Background: an optimization exercise with open tools, aiming at small area and a short achievable clock period. Do not read the settings as production practice. Only simulation tests tie the RTL to the original design; equivalence was not proved.

[flow/config.mk]
export PLATFORM = sky130hd
export DESIGN_NAME = ROTATING_VECTORING
export DESIGN_NICKNAME = ROTATING_VECTORING
export VERILOG_FILES = /design/flow/design.v
export SDC_FILE = /design/flow/constraint.sdc
export NUM_CORES = 4
export LEC_CHECK = 0
export CAP_MARGIN = 20
export CORE_MARGIN = 2
export CORE_UTILIZATION = 40
export SLEW_MARGIN = 20
[flow/constraint.sdc]
create_clock -name core_clock -period 8.0 [get_ports {clk}]
set_input_delay 1.6000 -clock core_clock [delete_from_list [all_inputs] [get_ports {clk}]]
set_output_delay 1.6000 -clock core_clock [all_outputs]
set_load 0.01 [all_outputs]
[flow/design.v]
module ROTATING_VECTORING(clk,xi,yi,xf,yf);
 input clk;
 input [15:0]xi,yi; 
 output [15:0] xf,yf;
 wire [15:0]theta,norm;
 VECTORING first(clk,xi,yi,theta,norm);
 ROTATING second(xi,yi,theta,xf,yf,clk);
endmodule
module ROTATING(x0, y0, theta, xf, yf, clk);
  input clk;
  input [15:0] x0, y0;
  input [15:0] theta;
  output [15:0] xf, yf;
  wire [15:0] xi [0:7]; 
  wire [15:0] yi [0:7];
  reg [2:0] stage;
  wire [15:0] outangle [0:7];
  cordics r0(clk, 3'd0, x0, y0, theta, 16'd45_00, 16'd0, xi[0], yi[0], outangle[0]);
  cordics r1(clk, 3'd1, xi[0], yi[0], theta, 16'd26_57, outangle[0], xi[1], yi[1], outangle[1]);
  cordics r2(clk, 3'd2, xi[1], yi[1], theta, 16'd14_04, outangle[1], xi[2], yi[2], outangle[2]); 
  cordics r3(clk, 3'd3, xi[2], yi[2], theta, 16'd7_13, outangle[2], xi[3], yi[3], outangle[3]);
  cordics r4(clk, 3'd4, xi[3], yi[3], theta, 16'd3_58, outangle[3], xi[4], yi[4], outangle[4]);  
  cordics r5(clk, 3'd5, xi[4], yi[4], theta, 16'd1_79, outangle[4], xi[5], yi[5], outangle[5]);
  cordics r6(clk, 3'd6, xi[5], yi[5], theta, 16'd89, outangle[5], xi[6], yi[6], outangle[6]);
  cordics r7(clk, 3'd7, xi[6], yi[6], theta, 16'd44, outangle[6], xi[7], yi[7], outangle[7]);
  assign xf = xi[7];
  assign yf = yi[7];
endmodule
module cordics(clk,stage,xi,yi,theta,uangle,inangle,xf,yf,outangle);
 input clk;
 input [2:0] stage;
 input [15:0] xi,yi,theta,inangle,uangle;
 output reg [15:0] xf,yf,outangle;
 always @(posedge clk)begin
   if((inangle)>theta)begin                                    
    case({xi[15],yi[15]})
       2'b00 : begin
          xf <= xi+(yi>>stage);
            yf <= yi - (xi>>stage);
       end
       2'b01 : begin
          xf <= xi-((16'hffff-yi+1)>>stage);
          yf <= -(16'hffff-yi+1) - (xi>>stage);
       end 
      2'b10 : begin
          xf <= -(16'hffff-xi+1)+(yi>>stage);
          yf <= yi +((16'hffff-xi+1)>>stage);
       end
      2'b11 : begin 
          xf <= -(16'hffff-xi+1)-((16'hffff-yi+1)>>stage);
          yf <= -(16'hffff-yi+1) + ((16'hffff-xi+1)>>stage);
       end
    endcase
    outangle <= inangle-uangle;
   end
   else begin 
    case({xi[15],yi[15]})
       2'b00 : begin                                         
          xf <= xi-(yi>>stage);
          yf <= yi + (xi>>stage);
        end
       2'b01 : begin
            xf <= xi + ((16'hffff-yi+1)>>stage);
            yf <= -(16'hffff-yi+1) + (xi>>stage);
        end 
       2'b10 : begin
          xf <= -((16'hffff-xi+1))-(yi>>stage);
          yf <= yi - ((16'hffff-xi+1)>>stage);
        end 
       2'b11 : begin
          xf <= -(16'hffff-xi+1)+((16'hffff-yi+1)>>stage);
          yf <= -(16'hffff-yi+1) - ((16'hffff-xi+1)>>stage);
        end
    endcase
         outangle <= inangle+uangle;
   end
  end
endmodule
module VECTORING(clk, xi, yi, theta, norm);
input clk;
input [15:0] xi, yi;
output [15:0] theta, norm;
reg [2:0] stage;
wire [15:0] x [0:7];
wire [15:0] y [0:7];
wire [15:0] outangle [0:7];
   cordicvec v0(clk,3'd0,xi,yi,16'd0,x[0],y[0],outangle[0],16'd45_00);
   cordicvec v1(clk,3'd1,x[0],y[0],outangle[0],x[1],y[1],outangle[1],16'd26_57); 
   cordicvec v2(clk,3'd2,x[1],y[1],outangle[1],x[2],y[2],outangle[2],16'd14_04);
   cordicvec v3(clk,3'd3,x[2],y[2],outangle[2],x[3],y[3],outangle[3],16'd7_13);
   cordicvec v4(clk,3'd4,x[3],y[3],outangle[3],x[4],y[4],outangle[4],16'd3_58); 
   cordicvec v5(clk,3'd5,x[4],y[4],outangle[4],x[5],y[5],outangle[5],16'd1_79); 
   cordicvec v6(clk,3'd6,x[5],y[5],outangle[5],x[6],y[6],outangle[6],16'd89);
   cordicvec v7(clk,3'd7,x[6],y[6],outangle[6],x[7],y[7],outangle[7],16'd44); 
    assign norm = x[7];
    assign theta = outangle[7];
endmodule
module cordicvec (clk, stage, xi, yi, inangle, xf, yf, outangle, uangle);
input clk;
input [2:0] stage;
input [15:0] xi, yi, inangle, uangle;
output reg [15:0] xf, yf, outangle;
 always @(posedge clk)
 begin
  if (yi[15])
   begin
   case({xi[15],yi[15]})
       2'b00 : begin                               
          xf <= xi-(yi>>stage);
          yf <= yi + (xi>>stage);
        end
       2'b01 : begin
            xf <= xi + ((16'hffff-yi+1)>>stage);
            yf <= -(16'hffff-yi+1) + (xi>>stage);
        end 
       2'b10 : begin
          xf <= -((16'hffff-xi+1))-(yi>>stage);
          yf <= yi - ((16'hffff-xi+1)>>stage);
        end 
       2'b11 : begin
          xf <= -(16'hffff-xi+1)+((16'hffff-yi+1)>>stage);
          yf <= -(16'hffff-yi+1) - ((16'hffff-xi+1)>>stage);
        end
    endcase
         outangle <= inangle-uangle;
   end
     else begin                                     
    case({xi[15],yi[15]})
       2'b00 : begin
          xf <= xi+(yi>>stage);
            yf <= yi - (xi>>stage);
       end
       2'b01 : begin
          xf <= xi-((16'hffff-yi+1)>>stage);
          yf <= -(16'hffff-yi+1) - (xi>>stage);
       end 
      2'b10 : begin
          xf <= -(16'hffff-xi+1)+(yi>>stage);
          yf <= yi +((16'hffff-xi+1)>>stage);
       end
      2'b11 : begin 
          xf <= -(16'hffff-xi+1)-((16'hffff-yi+1)>>stage);
          yf <= -(16'hffff-yi+1) + ((16'hffff-xi+1)>>stage);
       end
    endcase
    outangle <= inangle+uangle;
   end
 end
 endmodule
[flow/run.sh]
#!/bin/bash
# synth_recipe.tcl (not shown) runs the flow's synth.tcl, then flattens the netlist and writes it again
# the make line also repeats each setting of config.mk as NAME=value (left out here)
make -C /OpenROAD-flow-scripts/flow DESIGN_CONFIG=/design/flow/config.mk WORK_HOME=/design/flow/orfs CLKGATE_MAP_FILE= SYNTH_SCRIPT=/design/flow/synth_recipe.tcl finish
==> key figures, run 1 <==
Global route
  • Overall fraction of global-route tracks in use: 22.9%
  • GRT overflow: 0
  • Vias in the first global route: 101k
  • Initial antenna violation count: 6
  • Pin count of the biggest net entering global routing: 79
  • First-pass GRT wire length: 551 mm

Timing
  • Post-route setup TNS: 0 ns
  • Final-report hold violation count: 0
  • RSZ-0062 raised after global routing: false
  • Peak clock frequency supported by timing: 161 MHz
  • Rel. slew slack: 27.4%
  • Final-report setup violation count: 0
  • Period utilisation layout: 77.8%
  • Largest clock skew in the final design: 0.0542 ns
  • Number of pins with negative max-slew slack in the final report: 0
  • Measured slew at the worst slew-check pin: 1.09 ns
  • Shortest period the worst path allows: 6.22 ns

Clock tree
  • Number of setup buffers added after CTS: 0
  • Clock tree buffer depth: 3
  • H-Tree Level Count: 3
  • Total clock buffers created by CTS: 87
  • Worst-path clk slew: 0.06 ns
  • Cells resized by post-CTS repair: 0
  • Worst-skew pair later-pin latency: 0.75 ns
  • CTS tree: built
  • Number of buffers inserted by hold repair at cts: 0
  • Root buf cell: sky130_fd_sc_hd__clkbuf_16
  • Sinks on Clock Net: 630

Yosys
  • Distinct cell type count of the synthesized netlist: 106
  • Synthesized instance count: 15.9k
  • Number of warning messages in the yosys log: 4
  • Most used DFF post-synth: sky130_fd_sc_hd__dfxtp_1
  • Sequential-to-total area share from yosys stat: 10.9%
  • Fraction of post-synthesis cell area in the top cell type by area: 19.6%
  • Share of synthesized registers carrying an async set or reset: 0%
  • Average size of a mapped cell: 7.28 µm²
  • Synth Cell Area: 116000 µm²
  • Number of enable-type register cells in the synthesized netlist: 0
  • Post-synth top area cell: sky130_fd_sc_hd__ha_1
  • Number of nets produced by synthesis: 17.8k
  • Synth Register Bits: 630
  • Biggest area contributors in the synthesized netlist: sky130_fd_sc_hd__ha_1 20%, sky130_fd_sc_hd__xnor2_1 12%, sky130_fd_sc_hd__dfxtp_1 11%

Worst setup path
  • Critical Path AT: 6.84 ns
  • Worst EP required: 8.62 ns
  • Reg-to-reg critical path startpoint: second.r1.xf[2]$_DFF_P_
  • Crit path largest cell delay: 0.71 ns
  • Startpoint kind of the worst setup timing path: input pin
  • Highest fanout seen on the critical path: 8
  • Critical-path cell with the highest stage delay: sky130_fd_sc_hd__or4_1
  • Timing startpoint of the critical path: yi[5]
  • Critical path, cell by cell: clkdlybuf4s50_1, or4_1, nor4_2, nand3_1, xnor2_2, inv_1, nor4_1, xnor2_1, ha_1, nor2_1, and3_1, a2111oi_0, xnor2_1, a21oi_1, a31oi_1, a221o_1
  • Critical Path End Type: flop
  • Crit Path Category: in -> reg
  • Cell repeated most along the worst path: sky130_fd_sc_hd__xnor2_1

Floorplan
  • Die boundary height: 542 µm
  • Initial core utilization: 40.2%
  • Core area: 288000 µm²
  • Die Wd: 542 µm
  • Floorplan row count: 197
  • # IOs: 65
  • Die footprint: 293000 µm²

Cells and area
  • Final nets: 17.4k
  • Area used by sequential logic in the layout: 12600 µm²
  • Area occupied by multi-input gates: 95200 µm²
  • Leading cell type in the layout, fill and taps excluded: sky130_fd_sc_hd__ha_1
  • Fin area: 122000 µm²
  • Fraction of final layout cells sized beyond drive strength 1: 3.55%
  • Layout fillers: 30.0k
  • Leading cell types in the layout, fill and taps excluded: 1811 x sky130_fd_sc_hd__ha_1, 1566 x sky130_fd_sc_hd__xnor2_1, 1456 x sky130_fd_sc_hd__nor2_1
  • Layout area overhead: 5.55%

Routing
  • Drc violations: 0
  • Drt pass-1 iters: 6
  • Post-DR wirelength/cell: 18.0 µm
  • Total vias in the final route: 106k
  • Overall routed net length: 348 mm
  • Detailed router's first-iteration violation count: 6604
  • Final antenna-violating net count: 0
  • Post-detailed-route via-to-cell ratio: 5.50

Hold path
  • Startpoint of the lowest-slack hold path: first.v1.outangle[1]$_DFF_P_
  • Path category of the worst min-delay check: reg -> reg

Place
  • Global placer's final weighted congestion: 0.947
  • Number of port buffers: 64
  • Final HPWL DP: 283 mm
  • Post-Place Cell Area: 119000 µm²

Run status
  • Outcome: finished clean

Run
  • Max cap viols: 0
Yosys cell counts (all sizes together), types with 51 or more instances:
master and instances:
a211oi 142, nand2 1434, o41ai 56, ha 1811, o21ai 810, a31oi 133, a221oi 63, or3 211
buf 108, mux2 60, and2 80, nor3b 81, or2 91, nor2 1458, o21bai 284, nand4 52
nand2b 177, xor2 798, mux2i 133, nor4 127, nand3 223, and3 56, fa 106, inv 1369
o211ai 105, a21oi 1272, nor3 512, xnor2 1567, o21a 93, or4 51, dfxtp 630, a21o 273
clkbuf 588, o31ai 101, nor2b 199
area by class of cell:
cell class	instances	area share (%)
multi-input combinational	13181	78.0
tap	3781	3.88
timing repair buffer	160	1.11
clock buffer	114	1.97
antenna	2	0.00410
clock inverter	46	0.451
sequential	630	10.4
inverter	1376	4.23
routing by layer:
metal	up-vias	global-route usage, %	wire length [µm]
li1	53603	-	-
met1	49460	29.9	159000
met2	2537	40.1	164000
met3	506	1.91	15500
met4	0	6.41	9760
met5	-	0	0
worst paths after layout:
| path | slack, ns | cells after the start | to |
|---|---|---|---|
| setup reg to reg | 2.37 | 17 | second.r2.xf[15]$_DFF_P_ |
| hold / removal | 0.33 | 0 | first.v2.outangle[1]$_DFF_P_ |
| hold reg to reg | 0.33 | 0 | first.v2.outangle[1]$_DFF_P_ |
| setup / recovery | 1.78 | 16 | first.v0.yf[15]$_DFF_P_ |
logic make-up after synthesis:
kind of cell | count (synthesis) | share of synthesized area, %
other | 1 | 0.00324
flip-flops | 630 | 10.9
buffers and inverters | 2072 | 6.79
XOR/XNOR | 2365 | 17.9
adder cells (fa/ha/maj) | 1919 | 21.5
multiplexers | 233 | 2.52
AND/OR/NAND/NOR | 4844 | 19.5
AO/OA/AOI/OAI | 3819 | 20.8
worst max-delay path, delay by kind of cell:
kind / cells / cell delay, ns
AOI/OAI and AO/OA: 4 / 1.12
xor gates and xnor gates: 3 / 0.67
adders and majority gates: 1 / 0.44
buffers and inverters: 2 / 0.92
and+or+nand+nor: 6 / 2.10
per-stage QoR:
stage | utilization, % | cells | hold slack (ns) | worst slack (ns)
2_1_floorplan | - | 15883 | 0.310 | 2.20
3_3_place_gp | 41.3 | 19127 | 0.311 | 1.07
3_5_place_dp | 41.3 | 19127 | 0.314 | 1.10
4_1_cts | 42.4 | 19287 | 0.331 | 1.90
5_1_grt | 42.4 | 19290 | 0.336 | 1.49
6_report | 42.4 | 19290 | 0.330 | 1.78
==> inputs of run 2 (changes only) <==
==> flow/design.v (replaced) <==
module ROTATING_VECTORING(clk, xi, yi, xf, yf);
  input clk;
  input [15:0] xi, yi;
  output [15:0] xf, yf;
  wire [15:0] theta;
  VECTORING first(.clk(clk), .x0(xi), .y0(yi), .theta(theta));
  ROTATING second(.clk(clk), .x0(xi), .y0(yi), .theta(theta), .xf(xf), .yf(yf));
endmodule
module tadd #(parameter S = 0) (a, b, plus, r);
  input [15:0] a, b;
  input plus;
  output [15:0] r;
  wire [15:0] sh;
  wire c;
  generate
    if (S == 0) begin : g0
      assign sh = b;
      assign c = 1'b0;
    end else begin : gs
      assign sh = {{S{b[15]}}, b[15:S]};
      assign c = b[15] & (|b[S-1:0]);
    end
  endgenerate
  assign r = a + (sh ^ {16{~plus}}) + {15'd0, c ^ ~plus};
endmodule
module ROTATING(clk, x0, y0, theta, xf, yf);
  input clk;
  input [15:0] x0, y0, theta;
  output [15:0] xf, yf;
  localparam [16*8-1:0] U = {16'd44, 16'd89, 16'd179, 16'd358, 16'd713, 16'd1404, 16'd2657, 16'd4500};
  wire [15:0] xs [0:8];
  wire [15:0] ys [0:8];
  wire [15:0] as [0:8];
  assign xs[0] = x0;
  assign ys[0] = y0;
  assign as[0] = 16'd0;
  genvar k;
  generate
    for (k = 0; k < 8; k = k + 1) begin : st
      wire d = as[k] > theta;
      wire [15:0] nx, ny;
      tadd #(k) ax(.a(xs[k]), .b(ys[k]), .plus(d), .r(nx));
      tadd #(k) ay(.a(ys[k]), .b(xs[k]), .plus(~d), .r(ny));
      reg [15:0] rx, ry, ra;
      always @(posedge clk) begin
        rx <= nx;
        ry <= ny;
        ra <= d ? as[k] - U[16*k +: 16] : as[k] + U[16*k +: 16];
      end
      assign xs[k+1] = rx;
      assign ys[k+1] = ry;
      assign as[k+1] = ra;
    end
  endgenerate
  assign xf = xs[8];
  assign yf = ys[8];
endmodule
module VECTORING(clk, x0, y0, theta);
  input clk;
  input [15:0] x0, y0;
  output [15:0] theta;
  localparam [16*8-1:0] U = {16'd44, 16'd89, 16'd179, 16'd358, 16'd713, 16'd1404, 16'd2657, 16'd4500};
  wire [15:0] xs [0:8];
  wire [15:0] ys [0:8];
  wire [15:0] as [0:8];
  assign xs[0] = x0;
  assign ys[0] = y0;
  assign as[0] = 16'd0;
  genvar k;
  generate
    for (k = 0; k < 8; k = k + 1) begin : st
      wire e = ys[k][15];
      wire [15:0] nx, ny;
      tadd #(k) ax(.a(xs[k]), .b(ys[k]), .plus(~e), .r(nx));
      tadd #(k) ay(.a(ys[k]), .b(xs[k]), .plus(e), .r(ny));
      reg [15:0] rx, ry, ra;
      always @(posedge clk) begin
        rx <= nx;
        ry <= ny;
        ra <= e ? as[k] - U[16*k +: 16] : as[k] + U[16*k +: 16];
      end
      assign xs[k+1] = rx;
      assign ys[k+1] = ry;
      assign as[k+1] = ra;
    end
  endgenerate
  assign theta = as[8];
endmodule
==> run 2 against run 1 <==
Effect of this change: still clean on timing, DRC and antenna; setup slack gained 0.58 ns; area after synthesis shrank 64%; cell count shrank 68%; clock-buffer cell count shrank 24; sequential share of layout area grew 17 points; die area shrank 63%; first-iteration DRC count shrank 80%; flip-flop and latch count grew 2; critical path depth grew 6; clock skew shrank 0.021 ns; critical endpoint is now second.st[6].rx[14]$_DFF_P_; highest routed layer is now met5.
==> key figures, run 2 <==
Place
  • Number of port buffers: 64
  • Post-placement worst setup slack: 2.37 ns
  • Count of placed standard cells including taps: 6004
  • Final HPWL DP: 69.5 mm
  • Global placer's final weighted congestion: 0.849

Floorplan
  • Die boundary height: 328 µm
  • Core area: 104000 µm²
  • Die footprint: 107000 µm²
  • Floorplan row count: 118
  • # IOs: 65
  • Initial core utilization: 40.4%
  • Die Wd: 328 µm

Worst setup path
  • Startpoint kind of the worst setup timing path: flop
  • End of the worst register-to-register path: second.st[6].rx[14]$_DFF_P_
  • Critical Path End Type: flop
  • Register-to-Register Path Depth: 22
  • Reg-to-reg critical path startpoint: first.st[7].ra[9]$_DFF_P_
  • Worst EP required: 8.57 ns
  • Critical path, cell by cell: inv_1, ha_1, a21o_1, a21o_1, a21oi_1, o21ai_0, a21o_1, a211oi_4, buf_4, xor2_1, fa_1, fa_1, a21o_1, a21oi_1, o21ai_1, a21oi_1, o21bai_1, a211oi_1, o21ai_1, a31o_2, a21oi_1, xnor2_1
  • Setup slack of the worst register-to-register path: 2.35 ns
  • Highest fanout seen on the critical path: 16
  • Critical Path AT: 6.22 ns
  • Crit path largest cell delay: 0.79 ns
  • Cell type group with the largest total delay on the critical path: compound AO/OA/AOI/OAI gates
  • Critical-path cell with the highest stage delay: sky130_fd_sc_hd__a211oi_4
  • Number of buffer and inverter instances along the worst setup path: 2
  • Crit Path Category: reg -> reg

Yosys
  • Biggest area contributors in the synthesized netlist: sky130_fd_sc_hd__dfxtp_1 30%, sky130_fd_sc_hd__ha_1 18%, sky130_fd_sc_hd__xnor2_1 12%
  • Average size of a mapped cell: 9.10 µm²
  • Share of synthesized registers carrying an async set or reset: 0%
  • Synth Register Bits: 632
  • Synthesized instance count: 4612
  • Most used DFF post-synth: sky130_fd_sc_hd__dfxtp_1
  • Distinct cell type count of the synthesized netlist: 90
  • Post-synth top area cell: sky130_fd_sc_hd__dfxtp_1
  • Number of nets produced by synthesis: 5309
  • Number of enable-type register cells in the synthesized netlist: 0
  • Number of warning messages in the yosys log: 2
  • Synth Cell Area: 42000 µm²
  • Sequential-to-total area share from yosys stat: 30.2%
  • Most numerous cell in the Yosys netlist: sky130_fd_sc_hd__dfxtp_1
  • Fraction of post-synthesis cell area in the top cell type by area: 30.2%
  • Commonest cells in the synthesized netlist: 632 x sky130_fd_sc_hd__dfxtp_1, 604 x sky130_fd_sc_hd__ha_1, 565 x sky130_fd_sc_hd__xnor2_1, 383 x sky130_fd_sc_hd__nor2_1, 327 x sky130_fd_sc_hd__inv_1

Timing
  • Final-report setup violation count: 0
  • RSZ-0062 raised after global routing: false
  • Shortest period the worst path allows: 5.65 ns
  • Final-report hold violation count: 0
  • Largest clock skew in the final design: 0.0331 ns
  • Measured slew at the worst slew-check pin: 0.913 ns
  • Number of pins with negative max-slew slack in the final report: 0
  • Final critical-path setup slack: 2.35 ns
  • Post-route setup TNS: 0 ns
  • Rel. slew slack: 38.9%
  • Period utilisation layout: 70.6%
  • Peak clock frequency supported by timing: 177 MHz
  • Fin Hold WS: 0.328 ns

Run
  • Max cap viols: 0

Clock tree
  • Cells resized by post-CTS repair: 0
  • Sinks on Clock Net: 632
  • H-Tree Level Count: 3
  • Root buf cell: sky130_fd_sc_hd__clkbuf_16
  • Worst-path clk slew: 0.06 ns
  • Worst-skew pair later-pin latency: 0.64 ns
  • Total clock buffers created by CTS: 75
  • Number of setup buffers added after CTS: 0
  • Number of buffers inserted by hold repair at cts: 0
  • CTS tree: built
  • Clock tree buffer depth: 3

Global route
  • First-pass GRT wire length: 146 mm
  • Pin count of the biggest net entering global routing: 42
  • Overall fraction of global-route tracks in use: 16.1%
  • GRT overflow: 0
  • Initial antenna violation count: 1
  • Vias in the first global route: 30.0k

Hold path
  • Path category of the worst min-delay check: reg -> reg
  • Startpoint of the lowest-slack hold path: first.st[1].ra[1]$_DFF_P_
  • Hold path cells: 0
  • WHS Endpoint: first.st[2].ra[1]$_DFF_P_

Cells and area
  • Fraction of final layout cells sized beyond drive strength 1: 4.68%
  • Layout fillers: 9995
  • Number of standard cells in the final layout excluding fillers: 6141
  • Leading cell types in the layout, fill and taps excluded: 627 x sky130_fd_sc_hd__dfxtp_1, 604 x sky130_fd_sc_hd__ha_1, 565 x sky130_fd_sc_hd__xnor2_1
  • Area used by sequential logic in the layout: 12700 µm²
  • Flip-flop count of the largest register, all copies and words added: 128
  • Largest registers in the final layout: second.st.rx x128, second.st.ry x127, first.st.ra x107
  • Area occupied by multi-input gates: 27800 µm²
  • Final nets: 5398
  • Largest register by flop count: second.st.rx
  • Layout area overhead: 11.5%
  • Leading cell type in the layout, fill and taps excluded: sky130_fd_sc_hd__dfxtp_1
  • Final antenna diode count: 0

Routing
  • Total vias in the final route: 30.6k
  • Final antenna-violating net count: 0
  • Overall routed net length: 86.5 mm
  • Drc violations: 0
  • Drt pass-1 iters: 5
  • Detailed router's first-iteration violation count: 1293
  • Post-detailed-route via-to-cell ratio: 4.99
  • Post-DR wirelength/cell: 14.1 µm

Run status
  • Outcome: finished clean
run 2: worst reg2reg max path, stage by stage (launching register included):
cell and delay [ns]:
sky130_fd_sc_hd__dfxtp_1 0.31, sky130_fd_sc_hd__inv_1 0.22, sky130_fd_sc_hd__ha_1 0.30, sky130_fd_sc_hd__a21o_1 0.16, sky130_fd_sc_hd__a21o_1 0.17, sky130_fd_sc_hd__a21oi_1 0.14
sky130_fd_sc_hd__o21ai_0 0.09, sky130_fd_sc_hd__a21o_1 0.21, sky130_fd_sc_hd__a211oi_4 0.79, sky130_fd_sc_hd__buf_4 0.38, sky130_fd_sc_hd__xor2_1 0.11, sky130_fd_sc_hd__fa_1 0.42
sky130_fd_sc_hd__fa_1 0.44, sky130_fd_sc_hd__a21o_1 0.18, sky130_fd_sc_hd__a21oi_1 0.24, sky130_fd_sc_hd__o21ai_1 0.09, sky130_fd_sc_hd__a21oi_1 0.23, sky130_fd_sc_hd__o21bai_1 0.11
sky130_fd_sc_hd__a211oi_1 0.31, sky130_fd_sc_hd__o21ai_1 0.16, sky130_fd_sc_hd__a31o_2 0.25, sky130_fd_sc_hd__a21oi_1 0.16, sky130_fd_sc_hd__xnor2_1 0.13
run 2: layer usage:
metal	part of all wire (%)	vias up	wire length [µm]	GRT usage (%)
met5	0.018	-	16	0
met4	2.3	2	1980	4.80
met3	2.9	122	2530	2.03
met2	45	373	39300	27.4
met1	49	13883	42700	21.3
li1	-	16255	-	-
run 2: cells by family after synthesis:
kind of cell               synth area share, %
AOI/OAI and AO/OA                         16.1
adders and majority gates                 20.9
DFF                                       30.2
and+or+nand+nor                           12.2
xor gates and xnor gates                  16.8
muxes                                    0.194
other                                  0.00894
buffers and inverters                     3.65
run 2: per-stage QoR:
| stage | utilization (%) | area [µm²] |
|---|---|---|
| 6_report | 45.1 | 46800 |
| 3_3_place_gp | 42.6 | 44200 |
| 2_1_floorplan | - | 42000 |
| 5_1_grt | 45.1 | 46800 |
| 3_5_place_dp | 42.6 | 44200 |
| 4_1_cts | 45.1 | 46800 |
run 2: final cells by class:
| type | count | share of cell area, % |
|---|---|---|
| clock inverters | 47 | 1.33 |
| repair buffers | 77 | 1.57 |
| flip-flops and latches | 632 | 27.1 |
| multi-input cells | 3581 | 59.4 |
| inverters | 334 | 2.69 |
| well taps | 1380 | 3.69 |
| clock buffers | 90 | 4.24 |
run 2: worst max path at each step:
stage | startpoint | endpoint | slack, ns | cells past startpoint
3_3_place_gp | first.st[7].ra[9]$_DFF_P_ | second.st[6].rx[14]$_DFF_P_ | 2.39 | 22
6_report | first.st[7].ra[9]$_DFF_P_ | second.st[6].rx[14]$_DFF_P_ | 2.35 | 22
4_1_cts | first.st[7].ra[2]$_DFF_P_ | second.st[6].rx[14]$_DFF_P_ | 2.35 | 22
3_5_place_dp | first.st[7].ra[9]$_DFF_P_ | second.st[6].rx[14]$_DFF_P_ | 2.37 | 22
2_1_floorplan | first.st[7].ra[9]$_DFF_P_ | second.st[6].ry[14]$_DFF_P_ | 3.21 | 22
5_1_grt | second.st[3].ra[9]$_DFF_P_ | second.st[4].ry[14]$_DFF_P_ | 1.94 | 21

==> separate check: timing with driven ports <==
The flow's constraints put no driver on any port. The routed layouts listed below were extracted and timed again, unchanged, in two steps. Step 1 sets driving cells, clkbuf_16 on the clock port and buf_2 on the other inputs (assumed; they add their load-dependent delay and slew). Step 2, shift: input delay + t, output delay - t, t = (earliest + latest rising clock arrival at the registers) / 2. This alone moves slack from input paths to output paths. Three values: ideal ports, drivers, drivers and shift; two values: the first two.
| run | shift t [ns] | setup slack, ns | hold WS [ns] | clock arrival spread, ns |
|---|---|---|---|---|
| run 1 | 0.827 | 1.779 / 1.849 / 1.022 | 0.330 / 0.330 / 0.330 | 0.054 / 0.054 |
| run 2 | 0.696 | 2.355 / 2.355 / 2.355 | 0.328 / 0.328 / 0.328 | 0.038 / 0.039 |
After both steps setup and hold are still met in every run listed. The setup slack of run 1, which loses most, moves by +0.070 ns with the drivers and by -0.757 ns with both steps.
